What follows belongs to an exercise in optimizing a design on an open flow for small area, a short achievable clock period and few clock cycles per item; a production flow would make more cautious choices. The RTL was checked by simulation tests, not by an equivalence proof against the original design. Power figures rest on the tool's default switching activity, not on a simulated workload.

<file path="design/flow/design.v">
module Sbox (input [47:0] S_in, output [31:0] S_out);
    S1 box1(.x(S_in[47:42]), .y(S_out[31:28]));
    S2 box2(.x(S_in[41:36]), .y(S_out[27:24]));
    S3 box3(.x(S_in[35:30]), .y(S_out[23:20]));
    S4 box4(.x(S_in[29:24]), .y(S_out[19:16]));
    S5 box5(.x(S_in[23:18]), .y(S_out[15:12]));
    S6 box6(.x(S_in[17:12]), .y(S_out[11:8]));
    S7 box7(.x(S_in[11:6]), .y(S_out[7:4]));
    S8 box8(.x(S_in[5:0]), .y(S_out[3:0]));
endmodule
module S1 (input [5:0] x, output [3:0] y);
    reg [3:0] o_data;
    assign y = o_data;
    always @(*) begin
        case ({x[5], x[0]})
            2'd0 : begin
                case (x[4:1])
                    4'd0 : o_data = 4'd14;
                    4'd1 : o_data = 4'd4;
                    4'd2 : o_data = 4'd13;
                    4'd3 : o_data = 4'd1;
                    4'd4 : o_data = 4'd2;
                    4'd5 : o_data = 4'd15;
                    4'd6 : o_data = 4'd11;
                    4'd7 : o_data = 4'd8;
                    4'd8 : o_data = 4'd3;
                    4'd9 : o_data = 4'd10;
                    4'd10 : o_data = 4'd6;
                    4'd11 : o_data = 4'd12;
                    4'd12 : o_data = 4'd5;
                    4'd13 : o_data = 4'd9;
                    4'd14 : o_data = 4'd0;
                    4'd15 : o_data = 4'd7;
                    default : o_data = 0;
                endcase
            end
            2'd1 : begin
                case (x[4:1])
                    4'd0 : o_data = 4'd0;
                    4'd1 : o_data = 4'd15;
                    4'd2 : o_data = 4'd7;
                    4'd3 : o_data = 4'd4;
                    4'd4 : o_data = 4'd14;
                    4'd5 : o_data = 4'd2;
                    4'd6 : o_data = 4'd13;
                    4'd7 : o_data = 4'd1;
                    4'd8 : o_data = 4'd10;
                    4'd9 : o_data = 4'd6;
                    4'd10 : o_data = 4'd12;
                    4'd11 : o_data = 4'd11;
                    4'd12 : o_data = 4'd9;
                    4'd13 : o_data = 4'd5;
                    4'd14 : o_data = 4'd3;
                    4'd15 : o_data = 4'd8;
                    default : o_data = 0;
                endcase
            end
            2'd2 : begin
                case (x[4:1])
                    4'd0 : o_data = 4'd4;
                    4'd1 : o_data = 4'd1;
                    4'd2 : o_data = 4'd14;
                    4'd3 : o_data = 4'd8;
                    4'd4 : o_data = 4'd13;
                    4'd5 : o_data = 4'd6;
                    4'd6 : o_data = 4'd2;
                    4'd7 : o_data = 4'd11;
                    4'd8 : o_data = 4'd15;
                    4'd9 : o_data = 4'd12;
                    4'd10 : o_data = 4'd9;
                    4'd11 : o_data = 4'd7;
                    4'd12 : o_data = 4'd3;
                    4'd13 : o_data = 4'd10;
                    4'd14 : o_data = 4'd5;
                    4'd15 : o_data = 4'd0;
                    default : o_data = 0;
                endcase
            end
            2'd3 : begin
                case (x[4:1])
                    4'd0 : o_data = 4'd15;
                    4'd1 : o_data = 4'd12;
                    4'd2 : o_data = 4'd8;
                    4'd3 : o_data = 4'd2;
                    4'd4 : o_data = 4'd4;
                    4'd5 : o_data = 4'd9;
                    4'd6 : o_data = 4'd1;
                    4'd7 : o_data = 4'd7;
                    4'd8 : o_data = 4'd5;
                    4'd9 : o_data = 4'd11;
                    4'd10 : o_data = 4'd3;
                    4'd11 : o_data = 4'd14;
                    4'd12 : o_data = 4'd10;
                    4'd13 : o_data = 4'd0;
                    4'd14 : o_data = 4'd6;
                    4'd15 : o_data = 4'd13;
                    default : o_data = 0;
                endcase
            end
        endcase
    end
endmodule
module S2 (input [5:0] x, output [3:0] y);
    reg [3:0] o_data;
    assign y = o_data;
    always @(*) begin
        case ({x[5], x[0]})
            2'd0 : begin
                case (x[4:1])
                    4'd0 : o_data = 4'd15;
                    4'd1 : o_data = 4'd1;
                    4'd2 : o_data = 4'd8;
                    4'd3 : o_data = 4'd14;
                    4'd4 : o_data = 4'd6;
                    4'd5 : o_data = 4'd11;
                    4'd6 : o_data = 4'd3;
                    4'd7 : o_data = 4'd4;
                    4'd8 : o_data = 4'd9;
                    4'd9 : o_data = 4'd7;
                    4'd10 : o_data = 4'd2;
                    4'd11 : o_data = 4'd13;
                    4'd12 : o_data = 4'd12;
                    4'd13 : o_data = 4'd0;
                    4'd14 : o_data = 4'd5;
                    4'd15 : o_data = 4'd10;
                    default : o_data = 0;
                endcase
            end
            2'd1 : begin
                case (x[4:1])
                    4'd0 : o_data = 4'd3;
                    4'd1 : o_data = 4'd13;
                    4'd2 : o_data = 4'd4;
                    4'd3 : o_data = 4'd7;
                    4'd4 : o_data = 4'd15;
                    4'd5 : o_data = 4'd2;
                    4'd6 : o_data = 4'd8;
                    4'd7 : o_data = 4'd14;
                    4'd8 : o_data = 4'd12;
                    4'd9 : o_data = 4'd0;
                    4'd10 : o_data = 4'd1;
                    4'd11 : o_data = 4'd10;
                    4'd12 : o_data = 4'd6;
                    4'd13 : o_data = 4'd9;
                    4'd14 : o_data = 4'd11;
                    4'd15 : o_data = 4'd5;
                    default : o_data = 0;
                endcase
            end
            2'd2 : begin
                case (x[4:1])
                    4'd0 : o_data = 4'd0;
                    4'd1 : o_data = 4'd14;
                    4'd2 : o_data = 4'd7;
                    4'd3 : o_data = 4'd11;
                    4'd4 : o_data = 4'd10;
                    4'd5 : o_data = 4'd4;
                    4'd6 : o_data = 4'd13;
                    4'd7 : o_data = 4'd1;
                    4'd8 : o_data = 4'd5;
                    4'd9 : o_data = 4'd8;
                    4'd10 : o_data = 4'd12;
                    4'd11 : o_data = 4'd6;
                    4'd12 : o_data = 4'd9;
                    4'd13 : o_data = 4'd3;
                    4'd14 : o_data = 4'd2;
                    4'd15 : o_data = 4'd15;
                    default : o_data = 0;
                endcase
            end
            2'd3 : begin
                case (x[4:1])
                    4'd0 : o_data = 4'd13;
                    4'd1 : o_data = 4'd8;
                    4'd2 : o_data = 4'd10;
                    4'd3 : o_data = 4'd1;
                    4'd4 : o_data = 4'd3;
                    4'd5 : o_data = 4'd15;
                    4'd6 : o_data = 4'd4;
                    4'd7 : o_data = 4'd2;
                    4'd8 : o_data = 4'd11;
                    4'd9 : o_data = 4'd6;
                    4'd10 : o_data = 4'd7;
                    4'd11 : o_data = 4'd12;
                    4'd12 : o_data = 4'd0;
                    4'd13 : o_data = 4'd5;
                    4'd14 : o_data = 4'd14;
                    4'd15 : o_data = 4'd9;
                    default : o_data = 0;
                endcase
            end
        endcase
    end
endmodule
module S3 (input [5:0] x, output [3:0] y);
    reg [3:0] o_data;
    assign y = o_data;
    always @(*) begin
        case ({x[5], x[0]})
            2'd0 : begin
                case (x[4:1])
                    4'd0 : o_data = 4'd10;
                    4'd1 : o_data = 4'd0;
                    4'd2 : o_data = 4'd9;
                    4'd3 : o_data = 4'd14;
                    4'd4 : o_data = 4'd6;
                    4'd5 : o_data = 4'd3;
                    4'd6 : o_data = 4'd15;
                    4'd7 : o_data = 4'd5;
                    4'd8 : o_data = 4'd1;
                    4'd9 : o_data = 4'd13;
                    4'd10 : o_data = 4'd12;
                    4'd11 : o_data = 4'd7;
                    4'd12 : o_data = 4'd11;
                    4'd13 : o_data = 4'd4;
                    4'd14 : o_data = 4'd2;
                    4'd15 : o_data = 4'd8;
                    default : o_data = 0;
                endcase
            end
            2'd1 : begin
                case (x[4:1])
                    4'd0 : o_data = 4'd13;
                    4'd1 : o_data = 4'd7;
                    4'd2 : o_data = 4'd0;
                    4'd3 : o_data = 4'd9;
                    4'd4 : o_data = 4'd3;
                    4'd5 : o_data = 4'd4;
                    4'd6 : o_data = 4'd6;
                    4'd7 : o_data = 4'd10;
                    4'd8 : o_data = 4'd2;
                    4'd9 : o_data = 4'd8;
                    4'd10 : o_data = 4'd5;
                    4'd11 : o_data = 4'd14;
                    4'd12 : o_data = 4'd12;
                    4'd13 : o_data = 4'd11;
                    4'd14 : o_data = 4'd15;
                    4'd15 : o_data = 4'd1;
                    default : o_data = 0;
                endcase
            end
            2'd2 : begin
                case (x[4:1])
                    4'd0 : o_data = 4'd13;
                    4'd1 : o_data = 4'd6;
                    4'd2 : o_data = 4'd4;
                    4'd3 : o_data = 4'd9;
                    4'd4 : o_data = 4'd8;
                    4'd5 : o_data = 4'd15;
                    4'd6 : o_data = 4'd3;
                    4'd7 : o_data = 4'd0;
                    4'd8 : o_data = 4'd11;
                    4'd9 : o_data = 4'd1;
                    4'd10 : o_data = 4'd2;
                    4'd11 : o_data = 4'd12;
                    4'd12 : o_data = 4'd5;
                    4'd13 : o_data = 4'd10;
                    4'd14 : o_data = 4'd14;
                    4'd15 : o_data = 4'd7;
                    default : o_data = 0;
                endcase
            end
            2'd3 : begin
                case (x[4:1])
                    4'd0 : o_data = 4'd1;
                    4'd1 : o_data = 4'd10;
                    4'd2 : o_data = 4'd13;
                    4'd3 : o_data = 4'd0;
                    4'd4 : o_data = 4'd6;
                    4'd5 : o_data = 4'd9;
                    4'd6 : o_data = 4'd8;
                    4'd7 : o_data = 4'd7;
                    4'd8 : o_data = 4'd4;
                    4'd9 : o_data = 4'd15;
                    4'd10 : o_data = 4'd14;
                    4'd11 : o_data = 4'd3;
                    4'd12 : o_data = 4'd11;
                    4'd13 : o_data = 4'd5;
                    4'd14 : o_data = 4'd2;
                    4'd15 : o_data = 4'd12;
                    default : o_data = 0;
                endcase
            end
        endcase
    end
endmodule
module S4 (input [5:0] x, output [3:0] y);
    reg [3:0] o_data;
    assign y = o_data;
    always @(*) begin
        case ({x[5], x[0]})
            2'd0 : begin
                case (x[4:1])
                    4'd0 : o_data = 4'd7;
                    4'd1 : o_data = 4'd13;
                    4'd2 : o_data = 4'd14;
                    4'd3 : o_data = 4'd3;
                    4'd4 : o_data = 4'd0;
                    4'd5 : o_data = 4'd6;
                    4'd6 : o_data = 4'd9;
                    4'd7 : o_data = 4'd10;
                    4'd8 : o_data = 4'd1;
                    4'd9 : o_data = 4'd2;
                    4'd10 : o_data = 4'd8;
                    4'd11 : o_data = 4'd5;
                    4'd12 : o_data = 4'd11;
                    4'd13 : o_data = 4'd12;
                    4'd14 : o_data = 4'd4;
                    4'd15 : o_data = 4'd15;
                    default : o_data = 0;
                endcase
            end
            2'd1 : begin
                case (x[4:1])
                    4'd0 : o_data = 4'd13;
                    4'd1 : o_data = 4'd8;
                    4'd2 : o_data = 4'd11;
                    4'd3 : o_data = 4'd5;
                    4'd4 : o_data = 4'd6;
                    4'd5 : o_data = 4'd15;
                    4'd6 : o_data = 4'd0;
                    4'd7 : o_data = 4'd3;
                    4'd8 : o_data = 4'd4;
                    4'd9 : o_data = 4'd7;
                    4'd10 : o_data = 4'd2;
                    4'd11 : o_data = 4'd12;
                    4'd12 : o_data = 4'd1;
                    4'd13 : o_data = 4'd10;
                    4'd14 : o_data = 4'd14;
                    4'd15 : o_data = 4'd9;
                    default : o_data = 0;
                endcase
            end
            2'd2 : begin
                case (x[4:1])
                    4'd0 : o_data = 4'd10;
                    4'd1 : o_data = 4'd6;
                    4'd2 : o_data = 4'd9;
                    4'd3 : o_data = 4'd0;
                    4'd4 : o_data = 4'd12;
                    4'd5 : o_data = 4'd11;
                    4'd6 : o_data = 4'd7;
                    4'd7 : o_data = 4'd13;
                    4'd8 : o_data = 4'd15;
                    4'd9 : o_data = 4'd1;
                    4'd10 : o_data = 4'd3;
                    4'd11 : o_data = 4'd14;
                    4'd12 : o_data = 4'd5;
                    4'd13 : o_data = 4'd2;
                    4'd14 : o_data = 4'd8;
                    4'd15 : o_data = 4'd4;
                    default : o_data = 0;
                endcase
            end
            2'd3 : begin
                case (x[4:1])
                    4'd0 : o_data = 4'd3;
                    4'd1 : o_data = 4'd15;
                    4'd2 : o_data = 4'd0;
                    4'd3 : o_data = 4'd6;
                    4'd4 : o_data = 4'd10;
                    4'd5 : o_data = 4'd1;
                    4'd6 : o_data = 4'd13;
                    4'd7 : o_data = 4'd8;
                    4'd8 : o_data = 4'd9;
                    4'd9 : o_data = 4'd4;
                    4'd10 : o_data = 4'd5;
                    4'd11 : o_data = 4'd11;
                    4'd12 : o_data = 4'd12;
                    4'd13 : o_data = 4'd7;
                    4'd14 : o_data = 4'd2;
                    4'd15 : o_data = 4'd14;
                    default : o_data = 0;
                endcase
            end
        endcase
    end
endmodule
module S5 (input [5:0] x, output [3:0] y);
    reg [3:0] o_data;
    assign y = o_data;
    always @(*) begin
        case ({x[5], x[0]})
            2'd0 : begin
                case (x[4:1])
                    4'd0 : o_data = 4'd2;
                    4'd1 : o_data = 4'd12;
                    4'd2 : o_data = 4'd4;
                    4'd3 : o_data = 4'd1;
                    4'd4 : o_data = 4'd7;
                    4'd5 : o_data = 4'd10;
                    4'd6 : o_data = 4'd11;
                    4'd7 : o_data = 4'd6;
                    4'd8 : o_data = 4'd8;
                    4'd9 : o_data = 4'd5;
                    4'd10 : o_data = 4'd3;
                    4'd11 : o_data = 4'd15;
                    4'd12 : o_data = 4'd13;
                    4'd13 : o_data = 4'd0;
                    4'd14 : o_data = 4'd14;
                    4'd15 : o_data = 4'd9;
                    default : o_data = 0;
                endcase
            end
            2'd1 : begin
                case (x[4:1])
                    4'd0 : o_data = 4'd14;
                    4'd1 : o_data = 4'd11;
                    4'd2 : o_data = 4'd2;
                    4'd3 : o_data = 4'd12;
                    4'd4 : o_data = 4'd4;
                    4'd5 : o_data = 4'd7;
                    4'd6 : o_data = 4'd13;
                    4'd7 : o_data = 4'd1;
                    4'd8 : o_data = 4'd5;
                    4'd9 : o_data = 4'd0;
                    4'd10 : o_data = 4'd15;
                    4'd11 : o_data = 4'd10;
                    4'd12 : o_data = 4'd3;
                    4'd13 : o_data = 4'd9;
                    4'd14 : o_data = 4'd8;
                    4'd15 : o_data = 4'd6;
                    default : o_data = 0;
                endcase
            end
            2'd2 : begin
                case (x[4:1])
                    4'd0 : o_data = 4'd4;
                    4'd1 : o_data = 4'd2;
                    4'd2 : o_data = 4'd1;
                    4'd3 : o_data = 4'd11;
                    4'd4 : o_data = 4'd10;
                    4'd5 : o_data = 4'd13;
                    4'd6 : o_data = 4'd7;
                    4'd7 : o_data = 4'd8;
                    4'd8 : o_data = 4'd15;
                    4'd9 : o_data = 4'd9;
                    4'd10 : o_data = 4'd12;
                    4'd11 : o_data = 4'd5;
                    4'd12 : o_data = 4'd6;
                    4'd13 : o_data = 4'd3;
                    4'd14 : o_data = 4'd0;
                    4'd15 : o_data = 4'd14;
                    default : o_data = 0;
                endcase
            end
            2'd3 : begin
                case (x[4:1])
                    4'd0 : o_data = 4'd11;
                    4'd1 : o_data = 4'd8;
                    4'd2 : o_data = 4'd12;
                    4'd3 : o_data = 4'd7;
                    4'd4 : o_data = 4'd1;
                    4'd5 : o_data = 4'd14;
                    4'd6 : o_data = 4'd2;
                    4'd7 : o_data = 4'd13;
                    4'd8 : o_data = 4'd6;
                    4'd9 : o_data = 4'd15;
                    4'd10 : o_data = 4'd0;
                    4'd11 : o_data = 4'd9;
                    4'd12 : o_data = 4'd10;
                    4'd13 : o_data = 4'd4;
                    4'd14 : o_data = 4'd5;
                    4'd15 : o_data = 4'd3;
                    default : o_data = 0;
                endcase
            end
        endcase
    end
endmodule
module S6 (input [5:0] x, output [3:0] y);
    reg [3:0] o_data;
    assign y = o_data;
    always @(*) begin
        case ({x[5], x[0]})
            2'd0 : begin
                case (x[4:1])
                    4'd0 : o_data = 4'd12;
                    4'd1 : o_data = 4'd1;
                    4'd2 : o_data = 4'd10;
                    4'd3 : o_data = 4'd15;
                    4'd4 : o_data = 4'd9;
                    4'd5 : o_data = 4'd2;
                    4'd6 : o_data = 4'd6;
                    4'd7 : o_data = 4'd8;
                    4'd8 : o_data = 4'd0;
                    4'd9 : o_data = 4'd13;
                    4'd10 : o_data = 4'd3;
                    4'd11 : o_data = 4'd4;
                    4'd12 : o_data = 4'd14;
                    4'd13 : o_data = 4'd7;
                    4'd14 : o_data = 4'd5;
                    4'd15 : o_data = 4'd11;
                    default : o_data = 0;
                endcase
            end
            2'd1 : begin
                case (x[4:1])
                    4'd0 : o_data = 4'd10;
                    4'd1 : o_data = 4'd15;
                    4'd2 : o_data = 4'd4;
                    4'd3 : o_data = 4'd2;
                    4'd4 : o_data = 4'd7;
                    4'd5 : o_data = 4'd12;
                    4'd6 : o_data = 4'd9;
                    4'd7 : o_data = 4'd5;
                    4'd8 : o_data = 4'd6;
                    4'd9 : o_data = 4'd1;
                    4'd10 : o_data = 4'd13;
                    4'd11 : o_data = 4'd14;
                    4'd12 : o_data = 4'd0;
                    4'd13 : o_data = 4'd11;
                    4'd14 : o_data = 4'd3;
                    4'd15 : o_data = 4'd8;
                    default : o_data = 0;
                endcase
            end
            2'd2 : begin
                case (x[4:1])
                    4'd0 : o_data = 4'd9;
                    4'd1 : o_data = 4'd14;
                    4'd2 : o_data = 4'd15;
                    4'd3 : o_data = 4'd5;
                    4'd4 : o_data = 4'd2;
                    4'd5 : o_data = 4'd8;
                    4'd6 : o_data = 4'd12;
                    4'd7 : o_data = 4'd3;
                    4'd8 : o_data = 4'd7;
                    4'd9 : o_data = 4'd0;
                    4'd10 : o_data = 4'd4;
                    4'd11 : o_data = 4'd10;
                    4'd12 : o_data = 4'd1;
                    4'd13 : o_data = 4'd13;
                    4'd14 : o_data = 4'd11;
                    4'd15 : o_data = 4'd6;
                    default : o_data = 0;
                endcase
            end
            2'd3 : begin
                case (x[4:1])
                    4'd0 : o_data = 4'd4;
                    4'd1 : o_data = 4'd3;
                    4'd2 : o_data = 4'd2;
                    4'd3 : o_data = 4'd12;
                    4'd4 : o_data = 4'd9;
                    4'd5 : o_data = 4'd5;
                    4'd6 : o_data = 4'd15;
                    4'd7 : o_data = 4'd10;
                    4'd8 : o_data = 4'd11;
                    4'd9 : o_data = 4'd14;
                    4'd10 : o_data = 4'd1;
                    4'd11 : o_data = 4'd7;
                    4'd12 : o_data = 4'd6;
                    4'd13 : o_data = 4'd0;
                    4'd14 : o_data = 4'd8;
                    4'd15 : o_data = 4'd13;
                    default : o_data = 0;
                endcase
            end
        endcase
    end
endmodule
module S7 (input [5:0] x, output [3:0] y);
    reg [3:0] o_data;
    assign y = o_data;
    always @(*) begin
        case ({x[5], x[0]})
            2'd0 : begin
                case (x[4:1])
                    4'd0 : o_data = 4'd4;
                    4'd1 : o_data = 4'd11;
                    4'd2 : o_data = 4'd2;
                    4'd3 : o_data = 4'd14;
                    4'd4 : o_data = 4'd15;
                    4'd5 : o_data = 4'd0;
                    4'd6 : o_data = 4'd8;
                    4'd7 : o_data = 4'd13;
                    4'd8 : o_data = 4'd3;
                    4'd9 : o_data = 4'd12;
                    4'd10 : o_data = 4'd9;
                    4'd11 : o_data = 4'd7;
                    4'd12 : o_data = 4'd5;
                    4'd13 : o_data = 4'd10;
                    4'd14 : o_data = 4'd6;
                    4'd15 : o_data = 4'd1;
                    default : o_data = 0;
                endcase
            end
            2'd1 : begin
                case (x[4:1])
                    4'd0 : o_data = 4'd13;
                    4'd1 : o_data = 4'd0;
                    4'd2 : o_data = 4'd11;
                    4'd3 : o_data = 4'd7;
                    4'd4 : o_data = 4'd4;
                    4'd5 : o_data = 4'd9;
                    4'd6 : o_data = 4'd1;
                    4'd7 : o_data = 4'd10;
                    4'd8 : o_data = 4'd14;
                    4'd9 : o_data = 4'd3;
                    4'd10 : o_data = 4'd5;
                    4'd11 : o_data = 4'd12;
                    4'd12 : o_data = 4'd2;
                    4'd13 : o_data = 4'd15;
                    4'd14 : o_data = 4'd8;
                    4'd15 : o_data = 4'd6;
                    default : o_data = 0;
                endcase
            end
            2'd2 : begin
                case (x[4:1])
                    4'd0 : o_data = 4'd1;
                    4'd1 : o_data = 4'd4;
                    4'd2 : o_data = 4'd11;
                    4'd3 : o_data = 4'd13;
                    4'd4 : o_data = 4'd12;
                    4'd5 : o_data = 4'd3;
                    4'd6 : o_data = 4'd7;
                    4'd7 : o_data = 4'd14;
                    4'd8 : o_data = 4'd10;
                    4'd9 : o_data = 4'd15;
                    4'd10 : o_data = 4'd6;
                    4'd11 : o_data = 4'd8;
                    4'd12 : o_data = 4'd0;
                    4'd13 : o_data = 4'd5;
                    4'd14 : o_data = 4'd9;
                    4'd15 : o_data = 4'd2;
                    default : o_data = 0;
                endcase
            end
            2'd3 : begin
                case (x[4:1])
                    4'd0 : o_data = 4'd6;
                    4'd1 : o_data = 4'd11;
                    4'd2 : o_data = 4'd13;
                    4'd3 : o_data = 4'd8;
                    4'd4 : o_data = 4'd1;
                    4'd5 : o_data = 4'd4;
                    4'd6 : o_data = 4'd10;
                    4'd7 : o_data = 4'd7;
                    4'd8 : o_data = 4'd9;
                    4'd9 : o_data = 4'd5;
                    4'd10 : o_data = 4'd0;
                    4'd11 : o_data = 4'd15;
                    4'd12 : o_data = 4'd14;
                    4'd13 : o_data = 4'd2;
                    4'd14 : o_data = 4'd3;
                    4'd15 : o_data = 4'd12;
                    default : o_data = 0;
                endcase
            end
        endcase
    end
endmodule
module S8 (input [5:0] x, output [3:0] y);
    reg [3:0] o_data;
    assign y = o_data;
    always @(*) begin
        case ({x[5], x[0]})
            2'd0 : begin
                case (x[4:1])
                    4'd0 : o_data = 4'd13;
                    4'd1 : o_data = 4'd2;
                    4'd2 : o_data = 4'd8;
                    4'd3 : o_data = 4'd4;
                    4'd4 : o_data = 4'd6;
                    4'd5 : o_data = 4'd15;
                    4'd6 : o_data = 4'd11;
                    4'd7 : o_data = 4'd1;
                    4'd8 : o_data = 4'd10;
                    4'd9 : o_data = 4'd9;
                    4'd10 : o_data = 4'd3;
                    4'd11 : o_data = 4'd14;
                    4'd12 : o_data = 4'd5;
                    4'd13 : o_data = 4'd0;
                    4'd14 : o_data = 4'd12;
                    4'd15 : o_data = 4'd7;
                    default : o_data = 0;
                endcase
            end
            2'd1 : begin
                case (x[4:1])
                    4'd0 : o_data = 4'd1;
                    4'd1 : o_data = 4'd15;
                    4'd2 : o_data = 4'd13;
                    4'd3 : o_data = 4'd8;
                    4'd4 : o_data = 4'd10;
                    4'd5 : o_data = 4'd3;
                    4'd6 : o_data = 4'd7;
                    4'd7 : o_data = 4'd4;
                    4'd8 : o_data = 4'd12;
                    4'd9 : o_data = 4'd5;
                    4'd10 : o_data = 4'd6;
                    4'd11 : o_data = 4'd11;
                    4'd12 : o_data = 4'd0;
                    4'd13 : o_data = 4'd14;
                    4'd14 : o_data = 4'd9;
                    4'd15 : o_data = 4'd2;
                    default : o_data = 0;
                endcase
            end
            2'd2 : begin
                case (x[4:1])
                    4'd0 : o_data = 4'd7;
                    4'd1 : o_data = 4'd11;
                    4'd2 : o_data = 4'd4;
                    4'd3 : o_data = 4'd1;
                    4'd4 : o_data = 4'd9;
                    4'd5 : o_data = 4'd12;
                    4'd6 : o_data = 4'd14;
                    4'd7 : o_data = 4'd2;
                    4'd8 : o_data = 4'd0;
                    4'd9 : o_data = 4'd6;
                    4'd10 : o_data = 4'd10;
                    4'd11 : o_data = 4'd13;
                    4'd12 : o_data = 4'd15;
                    4'd13 : o_data = 4'd3;
                    4'd14 : o_data = 4'd5;
                    4'd15 : o_data = 4'd8;
                    default : o_data = 0;
                endcase
            end
            2'd3 : begin
                case (x[4:1])
                    4'd0 : o_data = 4'd2;
                    4'd1 : o_data = 4'd1;
                    4'd2 : o_data = 4'd14;
                    4'd3 : o_data = 4'd7;
                    4'd4 : o_data = 4'd4;
                    4'd5 : o_data = 4'd10;
                    4'd6 : o_data = 4'd8;
                    4'd7 : o_data = 4'd13;
                    4'd8 : o_data = 4'd15;
                    4'd9 : o_data = 4'd12;
                    4'd10 : o_data = 4'd9;
                    4'd11 : o_data = 4'd0;
                    4'd12 : o_data = 4'd3;
                    4'd13 : o_data = 4'd5;
                    4'd14 : o_data = 4'd6;
                    4'd15 : o_data = 4'd11;
                    default : o_data = 0;
                endcase
            end
        endcase
    end
endmodule
module F_function (input [47:0] key, input [31:0] F_in, output [31:0] F_out);
    wire [47:0] o_exp, i_sbox;
    wire [31:0] o_sbox;
    assign i_sbox = key ^ o_exp;
    Expansion exp(.x(F_in), .y(o_exp));
    Sbox s_box(.S_in(i_sbox), .S_out(o_sbox));
    P p1(.x(o_sbox), .y(F_out));
endmodule
module Expansion (input [31:0] x, output [47:0] y);
    wire[47:0]  data;
    assign y = ~data;
    assign data = ~{x[0], x[31], x[30], x[29], x[28], x[27], x[28], x[27], 
                x[26], x[25], x[24], x[23], x[24], x[23], x[22], x[21], 
                x[20], x[19], x[20], x[19], x[18], x[17], x[16], x[15], 
                x[16], x[15], x[14], x[13], x[12], x[11], x[12], x[11], 
                x[10], x[9], x[8], x[7], x[8], x[7], x[6], x[5], 
                x[4], x[3], x[4], x[3], x[2], x[1], x[0], x[31]};
endmodule
module P (input [31:0] x, output [31:0] y);
    wire[31:0]  data;
    assign y = ~data;
    assign data = ~{x[16], x[25], x[12], x[11], x[3], x[20], x[4], x[15], 
                x[31], x[17], x[9], x[6], x[27], x[14], x[1], x[22], 
                x[30], x[24], x[8], x[18], x[0], x[5], x[29], x[23], 
                x[13], x[19], x[2], x[26], x[10], x[21], x[28], x[7]};
endmodule
module CRC (input clk, input rst, input en, input [127:0] i_data, output [2:0] o_data, output o_valid);
    localparam idle = 2'd0;
    localparam load = 2'd1;
    localparam crc_gen = 2'd2;
    localparam crc_out = 2'd3;
    localparam poly = 4'b1011;
    reg [1:0]   state, next_state;
    reg [2:0]   o_data_r;
    reg [3:0]   poly_reg;
    reg [6:0]   crc_cnt;
    reg [127:0] in_reg;
    assign o_valid = (state == crc_out);
    assign o_data = o_data_r;
    always @(*) begin
        case (state)
            idle : next_state = (en) ? load : idle;
            load : next_state = crc_gen;
            crc_gen : next_state = (&crc_cnt) ? crc_out : crc_gen;
            crc_out : next_state = idle;
            default : next_state = state;
        endcase
    end
    always @(posedge clk or posedge rst) begin
        if (rst) begin
            state <= idle;
            poly_reg <= 0;
            in_reg <= 0;
            crc_cnt <= 0;
            o_data_r <= 0;
        end else begin
            state <= next_state;
            in_reg <= (state == load) ? i_data : in_reg << 1;
            if (state == crc_gen) begin
                crc_cnt <= crc_cnt + 1;
                poly_reg <= (poly_reg[3]) ? {poly[2:0] ^ poly_reg[2:0], in_reg[123]} : {poly_reg[2:0], in_reg[123]};
            end else begin
                crc_cnt <= crc_cnt;
                poly_reg <= (state == load) ? i_data[127:124] : poly_reg;
            end
            o_data_r <= (state == crc_out) ? poly_reg[3:1] : 0;
        end
    end
endmodule
module Gray_Bin (input en, input[2:0] fn, input clk, input rst, input[127:0] i_data, output[127:0] o_data, output o_valid);
    parameter idle = 2'd0;
    parameter bin2gray = 2'd1;
    parameter gray2bin = 2'd2;
    parameter data_out = 2'd3;
    reg [1:0] state, next_state;
    reg [6:0] cnt;
    reg [128:0] data_reg;
    assign o_valid = (state == data_out);
    assign o_data = data_reg[127:0];
    always @(*) begin
        case (state) 
            idle : begin
                if (en) begin
                    case (fn)
                        4 : next_state = bin2gray;
                        5 : next_state = gray2bin;
                        default : next_state = state;
                    endcase
                end else next_state = idle;
            end
            bin2gray : next_state = (&cnt) ? data_out : bin2gray;
            gray2bin : next_state = (&cnt) ? data_out : gray2bin;
            data_out : next_state = idle;
            default : next_state = state;
        endcase
    end
    always @(posedge clk or posedge rst) begin
        if (rst) begin
            state <= idle;
            cnt <= 0;
            data_reg <= 0;
        end else begin
            state <= next_state;
            cnt <= (^state) ? cnt + 1 : 0;
            case (state)
                idle : data_reg <= (fn == 4) ? {1'b0, i_data} : (fn == 5) ? {i_data, 1'b0} : 0;
                bin2gray : data_reg <= {data_reg[127:0], ^data_reg[128:127]};
                gray2bin : data_reg <= {data_reg[127:0], data_reg[128] ^ data_reg[0]};
                default : data_reg <= data_reg;
            endcase
        end
    end
endmodule
module IOTDF (input clk, input rst, input in_en, input [7:0] iot_in, input [2:0] fn_sel, output busy, output valid, output [127:0] iot_out);
    integer i;
    reg         busy_w, busy_r, valid_w, valid_r;
    reg [127:0] iot_out_w, iot_out_r;
    assign busy = busy_r;
    assign valid = valid_r;
    assign iot_out = iot_out_r;
    wire        DES_valid, CRC_valid, GB_valid;
    wire        DES_en, CRC_en, GB_en; 
    wire[2:0]   o_CRC;
    wire[63:0]  o_DES;
    wire[47:0]  sub_key;
    reg [3:0]   state, next_state;
    reg [3:0]   load_cnt, key_cnt;
    reg [7:0]   in_reg[15:0];
    wire[63:0]  Left_data, Right_data;
    wire[127:0] o_GB;
    Key_generator kg(.fn(fn_sel), .clk(clk), .rst(rst), .key_cnt(key_cnt), .i_mk(Left_data), .o_sk(sub_key));
    Plaintext pt(.state(state), .clk(clk), .rst(rst), .key(sub_key), .key_cnt(key_cnt), .i_pt(Right_data), .o_ct(o_DES), .o_valid(DES_valid));
    CRC crc(.clk(clk), .rst(rst), .en(CRC_en), .i_data({Left_data, Right_data}), .o_data(o_CRC), .o_valid(CRC_valid));
    Gray_Bin GB(.en(GB_en), .fn(fn_sel), .clk(clk), .rst(rst), .i_data({Left_data, Right_data}), .o_data(o_GB), .o_valid(GB_valid));
    assign Left_data = {in_reg[15], in_reg[14], in_reg[13], in_reg[12], in_reg[11], in_reg[10], in_reg[9], in_reg[8]};
    assign Right_data = {in_reg[7], in_reg[6], in_reg[5], in_reg[4], in_reg[3], in_reg[2], in_reg[1], in_reg[0]};
    assign CRC_en = (state == 3);
    assign GB_en = (state == 4);
    always @(*) begin
        case (state)
            0 : next_state = 1;
            1 : begin
                if(&load_cnt)begin
                    case (fn_sel)
                        1, 2 : next_state = 2;
                        3 : next_state = 3;
                        4 : next_state = 4;
                        5 : next_state = 4;
                        default : next_state = state;
                    endcase
                end else next_state = 1;
            end
            2 : next_state = (DES_valid) ? 5 : 2;
            3 : next_state = (CRC_valid) ? 5 : 3;
            4 : next_state = (GB_valid) ? 5 : 4;
            5 : next_state = 0;
            default : next_state = state;
        endcase
        busy_w = (state == 1) ? &load_cnt[3:1] : (state != 0);
        valid_w = (state == 5);
        case (fn_sel)
            1, 2 : iot_out_w = (state == 5) ? {Left_data, o_DES} : 0;
            3 : iot_out_w = (state == 5) ? {125'b0, o_CRC} : 0;
            4, 5 : iot_out_w = (state == 5) ? o_GB : 0;
            default : iot_out_w = iot_out_r; 
        endcase
    end
    always @(posedge clk or posedge rst) begin
        if (rst) begin
            busy_r <= 1; valid_r <= 0; iot_out_r <= 0;
            state <= 0;
            load_cnt <= 0;
            key_cnt <= 0;
            for(i = 0;i < 16; i = i + 1) in_reg[i] <= 0;
        end else begin
            busy_r <= busy_w; valid_r <= valid_w; iot_out_r <= iot_out_w;
            state <= next_state;
            load_cnt <= (in_en) ? load_cnt + 1 : load_cnt;
            key_cnt <= (state == 2) ? key_cnt + 1 : 0;
            in_reg[0] <= (in_en) ? iot_in : in_reg[0];
            for(i = 1;i < 16; i = i + 1) in_reg[i] <= (in_en) ? in_reg[i - 1] : in_reg[i];
        end
    end
endmodule
module Key_generator (input[2:0] fn, input clk, input rst, input[3:0] key_cnt, input[63:0] i_mk, output[47:0] o_sk);
    wire[55:0]  cipher_key, x;
    reg [27:0]  inL_w, inL, inR_w, inR;
    assign x = {inL, inR};
    assign cipher_key =  
        {i_mk[7], i_mk[15], i_mk[23], i_mk[31], i_mk[39], i_mk[47], i_mk[55], i_mk[63], 
         i_mk[6], i_mk[14], i_mk[22], i_mk[30], i_mk[38], i_mk[46], i_mk[54], i_mk[62], 
         i_mk[5], i_mk[13], i_mk[21], i_mk[29], i_mk[37], i_mk[45], i_mk[53], i_mk[61], 
         i_mk[4], i_mk[12], i_mk[20], i_mk[28], i_mk[1], i_mk[9], i_mk[17], i_mk[25], 
         i_mk[33], i_mk[41], i_mk[49], i_mk[57], i_mk[2], i_mk[10], i_mk[18], i_mk[26], 
         i_mk[34], i_mk[42], i_mk[50], i_mk[58], i_mk[3], i_mk[11], i_mk[19], i_mk[27], 
         i_mk[35], i_mk[43], i_mk[51], i_mk[59], i_mk[36], i_mk[44], i_mk[52], i_mk[60]};
    assign o_sk =  
        {x[42], x[39], x[45], x[32], x[55], x[51], x[53], x[28], 
         x[41], x[50], x[35], x[46], x[33], x[37], x[44], x[52], 
         x[30], x[48], x[40], x[49], x[29], x[36], x[43], x[54], 
         x[15], x[4], x[25], x[19], x[9], x[1], x[26], x[16], 
         x[5], x[11], x[23], x[8], x[12], x[7], x[17], x[0], 
         x[22], x[3], x[10], x[14], x[6], x[20], x[27], x[24]};
    always @(*) begin
        if (fn == 1) begin
            case (key_cnt)
                4'h0 : {inL_w, inR_w} = {{cipher_key[54:28], cipher_key[55]}, {cipher_key[26:0], cipher_key[27]}};
                4'h1, 4'h8, 4'hF : {inL_w, inR_w} = {{inL[26:0], inL[27]}, {inR[26:0], inR[27]}};
                default : {inL_w, inR_w} = {{inL[25:0], inL[27:26]}, {inR[25:0], inR[27:26]}};
            endcase
        end else if (fn == 2) begin
            case (key_cnt)
                4'h0 : {inL_w, inR_w} = {cipher_key[55:28], cipher_key[27:0]};
                4'h1, 4'h8, 4'hF : {inL_w, inR_w} = {{inL[0], inL[27:1]}, {inR[0], inR[27:1]}};
                default : {inL_w, inR_w} = {{inL[1:0], inL[27:2]}, {inR[1:0], inR[27:2]}};
            endcase            
        end else {inL_w, inR_w} = 0;
    end
    always @(posedge clk or posedge rst) begin
        if (rst) begin
            inL <= 0;   inR <= 0;
        end else begin
            inL <= inL_w;   inR <= inR_w;
        end
    end    
endmodule
module Plaintext (input[3:0] state, input clk, input rst, input[47:0] key, input[3:0] key_cnt, input[63:0] i_pt, output[63:0] o_ct, output o_valid);
    wire[31:0]  dataL, dataR, f_out, LxorF;
    wire[63:0]  x;
    reg [3:0]   DES_cnt;
    reg [31:0]  Ln, Rn;
    assign o_valid = &DES_cnt;
    assign x = {Ln, Rn};
    assign dataL = {i_pt[6], i_pt[14], i_pt[22], i_pt[30], i_pt[38], i_pt[46], i_pt[54], i_pt[62], 
                    i_pt[4], i_pt[12], i_pt[20], i_pt[28], i_pt[36], i_pt[44], i_pt[52], i_pt[60], 
                    i_pt[2], i_pt[10], i_pt[18], i_pt[26], i_pt[34], i_pt[42], i_pt[50], i_pt[58], 
                    i_pt[0], i_pt[8], i_pt[16], i_pt[24], i_pt[32], i_pt[40], i_pt[48], i_pt[56]};
    assign dataR = {i_pt[7], i_pt[15], i_pt[23], i_pt[31], i_pt[39], i_pt[47], i_pt[55], i_pt[63], 
                    i_pt[5], i_pt[13], i_pt[21], i_pt[29], i_pt[37], i_pt[45], i_pt[53], i_pt[61], 
                    i_pt[3], i_pt[11], i_pt[19], i_pt[27], i_pt[35], i_pt[43], i_pt[51], i_pt[59], 
                    i_pt[1], i_pt[9], i_pt[17], i_pt[25], i_pt[33], i_pt[41], i_pt[49], i_pt[57]};
    assign o_ct = {x[24], x[56], x[16], x[48], x[8], x[40], x[0], x[32], 
                   x[25], x[57], x[17], x[49], x[9], x[41], x[1], x[33], 
                   x[26], x[58], x[18], x[50], x[10], x[42], x[2], x[34], 
                   x[27], x[59], x[19], x[51], x[11], x[43], x[3], x[35], 
                   x[28], x[60], x[20], x[52], x[12], x[44], x[4], x[36], 
                   x[29], x[61], x[21], x[53], x[13], x[45], x[5], x[37], 
                   x[30], x[62], x[22], x[54], x[14], x[46], x[6], x[38], 
                   x[31], x[63], x[23], x[55], x[15], x[47], x[7], x[39]};
    assign LxorF = Ln ^ f_out;
    F_function f(.key(key), .F_in(Rn), .F_out(f_out));
    always @(posedge clk or posedge rst) begin
        if (rst) begin
            DES_cnt <= 0;
            Ln <= 0;
            Rn <= 0;
        end else begin
            DES_cnt <= key_cnt;
            if(state == 2) begin
                Ln <= (~|key_cnt & ~|DES_cnt) ? dataL : (~|key_cnt & (&DES_cnt)) ? LxorF : Rn;
                Rn <= (~|key_cnt & ~|DES_cnt) ? dataR : (~|key_cnt & (&DES_cnt)) ? Rn : LxorF;                
            end else begin
                Ln <= Ln;
                Rn <= Rn;
            end
        end
    end
endmodule
</file>
<file path="design/flow/run.sh">
#!/bin/bash
# synth_recipe.tcl (not shown) runs the flow's synth.tcl, then flattens the netlist and writes it again
# the make line also repeats each setting of config.mk as NAME=value (left out here)
make -C /OpenROAD-flow-scripts/flow DESIGN_CONFIG=/design/flow/config.mk WORK_HOME=/design/flow/orfs CLKGATE_MAP_FILE= SYNTH_SCRIPT=/design/flow/synth_recipe.tcl finish
</file>
<file path="design/flow/config.mk">
export PLATFORM = sky130hd
export DESIGN_NAME = IOTDF
export DESIGN_NICKNAME = IOTDF
export VERILOG_FILES = /design/flow/design.v
export SDC_FILE = /design/flow/constraint.sdc
export NUM_CORES = 4
export LEC_CHECK = 0
export CAP_MARGIN = 20
export CORE_MARGIN = 2
export CORE_UTILIZATION = 40
export SLEW_MARGIN = 20
</file>
<file path="design/flow/constraint.sdc">
create_clock -name core_clock -period 4.5 [get_ports {clk}]
set_input_delay 0.9000 -clock core_clock [delete_from_list [all_inputs] [get_ports {clk}]]
set_output_delay 0.9000 -clock core_clock [all_outputs]
set_load 0.01 [all_outputs]
</file>
==> run notes <==
[logic make-up after synthesis]
logic type | Yosys count | synth area share (%)
compound gates | 1037 | 19.3
xor+xnor | 136 | 3.66
fa+ha+maj | 77 | 2.62
buf+inv | 486 | 5.12
flops | 671 | 45.7
mux | 491 | 15.9
simple gates | 610 | 7.69
[worst max-delay path: cells and delay by family, from the launching register on]
family,cells,cell delay (ns)
AOI/OAI and AO/OA,2,0.45
xor gates and xnor gates,2,1.05
adders and majority gates,1,0.39
buffers and inverters,1,0.17
DFF,1,0.51
muxes,2,0.83
and+or+nand+nor,1,0.07
[metal layers]
| metal | wire (µm) | vias up |
|---|---|---|
| met2 | 48200 | 898 |
| met1 | 49100 | 14324 |
| met3 | 6180 | 151 |
| met5 | 0 | - |
| li1 | - | 13020 |
| met4 | 3250 | 0 |
[layout by cell type, fill, tap and decap left out, types with 9 or more instances in the layout]
cell type        netlist  final
dfrtp_1              670    670
mux2_2               389    389
nand2_1              253    251
a221oi_1             246    246
a21oi_1              217    216
inv_1                178    177
o21ai_0              175    175
clkdlybuf4s50_1        0    141
a22oi_1              130    129
nor2_1               108    105
o22ai_1               86     86
ha_1                  77     75
clkbuf_16              0     75
xnor2_1               73     72
mux2i_1               63     63
buf_4                  5     63
nand3_1               62     62
nor2b_1               59     58
xor2_1                44     44
nor3_1                38     38
mux4_2                36     36
a211oi_1              27     27
and3_1                25     25
buf_12                 0     23
a31oi_1               20     20
clkbuf_8               0     18
o21ai_1               17     17
clkbuf_1             239     15
o211ai_1              13     13
nand4_1               12     12
and2_1                12     11
xor2_2                10     10
inv_2                 10     10
xnor2_2                8      9
o221ai_1               9      9
clkinv_2               0      9
[metrics by stage]
| step | utilization [%] | power [W] | cells | TNS, ns |
|---|---|---|---|---|
| 2_1_floorplan | - | 0.0141 | 3508 | -3738.58 |
| 3_3_place_gp | 43.3 | 0.0165 | 4626 | 0 |
| 3_5_place_dp | 43.3 | 0.0165 | 4626 | 0 |
| 4_1_cts | 46.0 | 0.0228 | 4755 | 0 |
| 5_1_grt | 46.0 | 0.0241 | 4756 | 0 |
| 6_report | 46.0 | 0.0227 | 4756 | 0 |
[where the power goes]
part / switching (W) / internal, W / total, W / leakage (nW)
Combinational: 0.00388 / 0.00369 / 0.00757 / 7.68
Sequential: 0.00198 / 0.00698 / 0.00897 / 8.90
Clock: 0.00259 / 0.00361 / 0.00620 / 1.22
Total: 0.00845 / 0.0143 / 0.0227 / 17.8
[final cells by class]
cell class,instances,share of cell area [%]
multi-input cells,2351,43.3
well taps,1186,3.53
flip-flops and latches,671,39.9
repair buffers,229,5.67
clock inverters,21,0.696
clock buffers,108,5.19
inverters,190,1.71
[how the worst min path moves through the flow]
stage / startpoint / endpoint / slack (ns) / cells past startpoint
2_1_floorplan: key_cnt[1]$_DFF_PP0_ / pt.DES_cnt[1]$_DFF_PP0_ / 0.40 / 0
3_5_place_dp: key_cnt[1]$_DFF_PP0_ / pt.DES_cnt[1]$_DFF_PP0_ / 0.44 / 0
5_1_grt: key_cnt[1]$_DFF_PP0_ / pt.DES_cnt[1]$_DFF_PP0_ / 0.47 / 0
4_1_cts: key_cnt[1]$_DFF_PP0_ / pt.DES_cnt[1]$_DFF_PP0_ / 0.45 / 0
6_report: key_cnt[1]$_DFF_PP0_ / pt.DES_cnt[1]$_DFF_PP0_ / 0.46 / 0
3_3_place_gp: key_cnt[1]$_DFF_PP0_ / pt.DES_cnt[1]$_DFF_PP0_ / 0.43 / 0
==> run notes <==
- Postcts setup bufs: 0
- Initial core utilization: 40.2%
- Setup crit end kind: flop
- TritonCTS clock tree: built
- VDD IR max: 0.272 mV
- GPL Wtd Cong: approximately 0.96
- Synthesis-stage register bit count: about 670
- Synth top area cells: dfrtp_1 46%, mux2_2 12%, a221oi_1 5.9%
- Routed wire length: ~110,000 µm
- Post-DP HPWL: between 70,000 and 80,000 µm
- # fillers: approximately 8,400
- Worst hold path class: flop to flop
- DRC: 0
- Crit. Startpoint: pt.Rn[0]$_DFFE_PP0P_
- Drt initial violations: between 2,000 and 3,000
- Final Hold Fails: 0
- Max FFs per register: between 100 and 150
- Initial antenna violation count: 1
- Layout area overhead: 14.4%
- Setup Viol. Count Final: 0
- Core Region: 0.0914 mm²
- EDFF count, synth: 0
- Static leakage: between 15 and 20 nW
- Total GRT Usage: 22.5%
- GRT Residual Overflow: 0
- Global routing's busiest layer: met2
- Critical-path maximum fanout: 12
- Antenna fix cells: 0
- CP arrival: approximately 4.1 ns
- Rel. slew slack: between 20% and 30%
- Reg-to-reg endpoint: pt.Rn[5]$_DFFE_PP0P_
- Most frequent cell after synthesis: dfrtp_1
- Post-synth ARST share: 100%
- Ys Warns: 14
- Slowest-stage cell, CP: xnor2_1
- Pre-CTS WS: between 1 and 1.5 ns
- Final #Nets: around 3,600
- I/O pins: 144
- Period utilization: 78.5%
- FP Rows: 111
- Top_reg_cell synth: dfrtp_1
- Final WS setup: 0.969 ns
- Met2 Use GR: roughly a third
- Max Slew Vio Count: 0
- Routed Antenna Nets: 0
- FF+latch area: 0.0168 mm²
- Drt pass-1 iters: 7
- Distinct cells, synth: 82
- CP Cell Sequence: xnor2_1 -> inv_1 -> ha_1 -> mux2_2 -> a211o_1 -> mux4_2 -> xnor2_1 -> nand2_1 -> a21oi_1
- Type of the worst setup path: flop to flop
- Most frequent cells after synthesis: 670 x dfrtp_1, 389 x mux2_2, 253 x nand2_1, 246 x a221oi_1, 239 x clkbuf_1
- First-pass GRT wire length: approximately 170,000 µm
- Net Count, Synth: around 3,600
- Crit start category: flop
- Fmax: approximately 280 MHz
- H-tree Lvls: 3
- Leading area contributor after synthesis: dfrtp_1
- Synth Instances: about 3,500
- Worst R2R Start: pt.Rn[0]$_DFFE_PP0P_
- Power Density: roughly 540 mW/mm²
- Area occupied by multi-input gates: between 0.015 and 0.02 mm²
- Later-pin clock latency in the skew report: between 0.6 and 0.7 ns
- Worst Path Required: 5.07 ns
- Post_cts resized: 0
- Largest net degree at the start of global routing: about 130
- Outcome: no timing/DRC/antenna violations
- RSZ-0062 raised after global routing: false
- Slew @ Worst Pin: 1.11 ns
- Wirelength per Cell: ~22 µm
- Mapped Area: about 0.037 mm²
- M1 GR Usage: between 30% and 40%
- Fin area: roughly 0.042 mm²
- Layout Skew: 0.0309 ns
- Met3 Use GR: ~3.1%
- Mean Syn Cell Area: roughly 10 µm²
- Clock tree sinks: roughly 670
- Full die area: around 0.094 mm²
- Worst hold slack: approximately 0.46 ns
- Die Y: 307 µm
- Die W: just over 300 µm
- Worst-path clk slew: 0.07 ns
- Yosys top cell area share: a little under half
- Worst setup path end: pt.Rn[5]$_DFFE_PP0P_
- R2R cell count: 9
- Register area share after synthesis: ~46%
- Vias in the first global route: approximately 27,000
- Routed via count: between 20,000 and 30,000
- CTS Buf Count: 75
- Clk buf depth: 3
- Hold_buf cts: 0
- Flop2flop setup slack: between 0.9 and 1 ns
- Vias per cell: slightly below 6
- Fraction of layout cells with a size suffix above 1: 19.2%
- Period minus WS final: about 3.5 ns
- Port bufs: roughly 140
- CP max stage delay: between 0.8 and 0.9 ns
- Clk root buf: clkbuf_16
- Max cap viols: 0
- Cell repeated most along the worst path: xnor2_1
- Cell Area, Placed: 0.0395 mm²
Testbench counts, summed over its fixed seeds: cycles 49,356, items 480.

[re-timing with driven ports]
No port has a modelled driver above. Below, the same layout with a new extraction and two added sets of constraints.
Step 1 sets driving cells, clkbuf_16 on the clock port and buf_2 on the other inputs (assumed; they add their load-dependent delay and slew).
Step 2 times the ports against the registers' clock, not the clock port: input delays grow and output delays shrink by t, the midpoint of the rising clock arrivals with the driver on.
a / b / c = ideal ports / drivers / drivers and shift; a / b = the first two.
t (ns): 0.706
setup WS [ns]: 0.969 / 0.969 / 0.936
worst hold slack (ns): 0.460 / 0.460 / 0.460
worst setup path at the end: input to register
clock arrival spread, ns: 0.031 / 0.031
After both steps setup and hold are still met in this run. For this run, drivers alone change the setup slack by 0.000 ns; drivers and shift together by -0.033 ns.
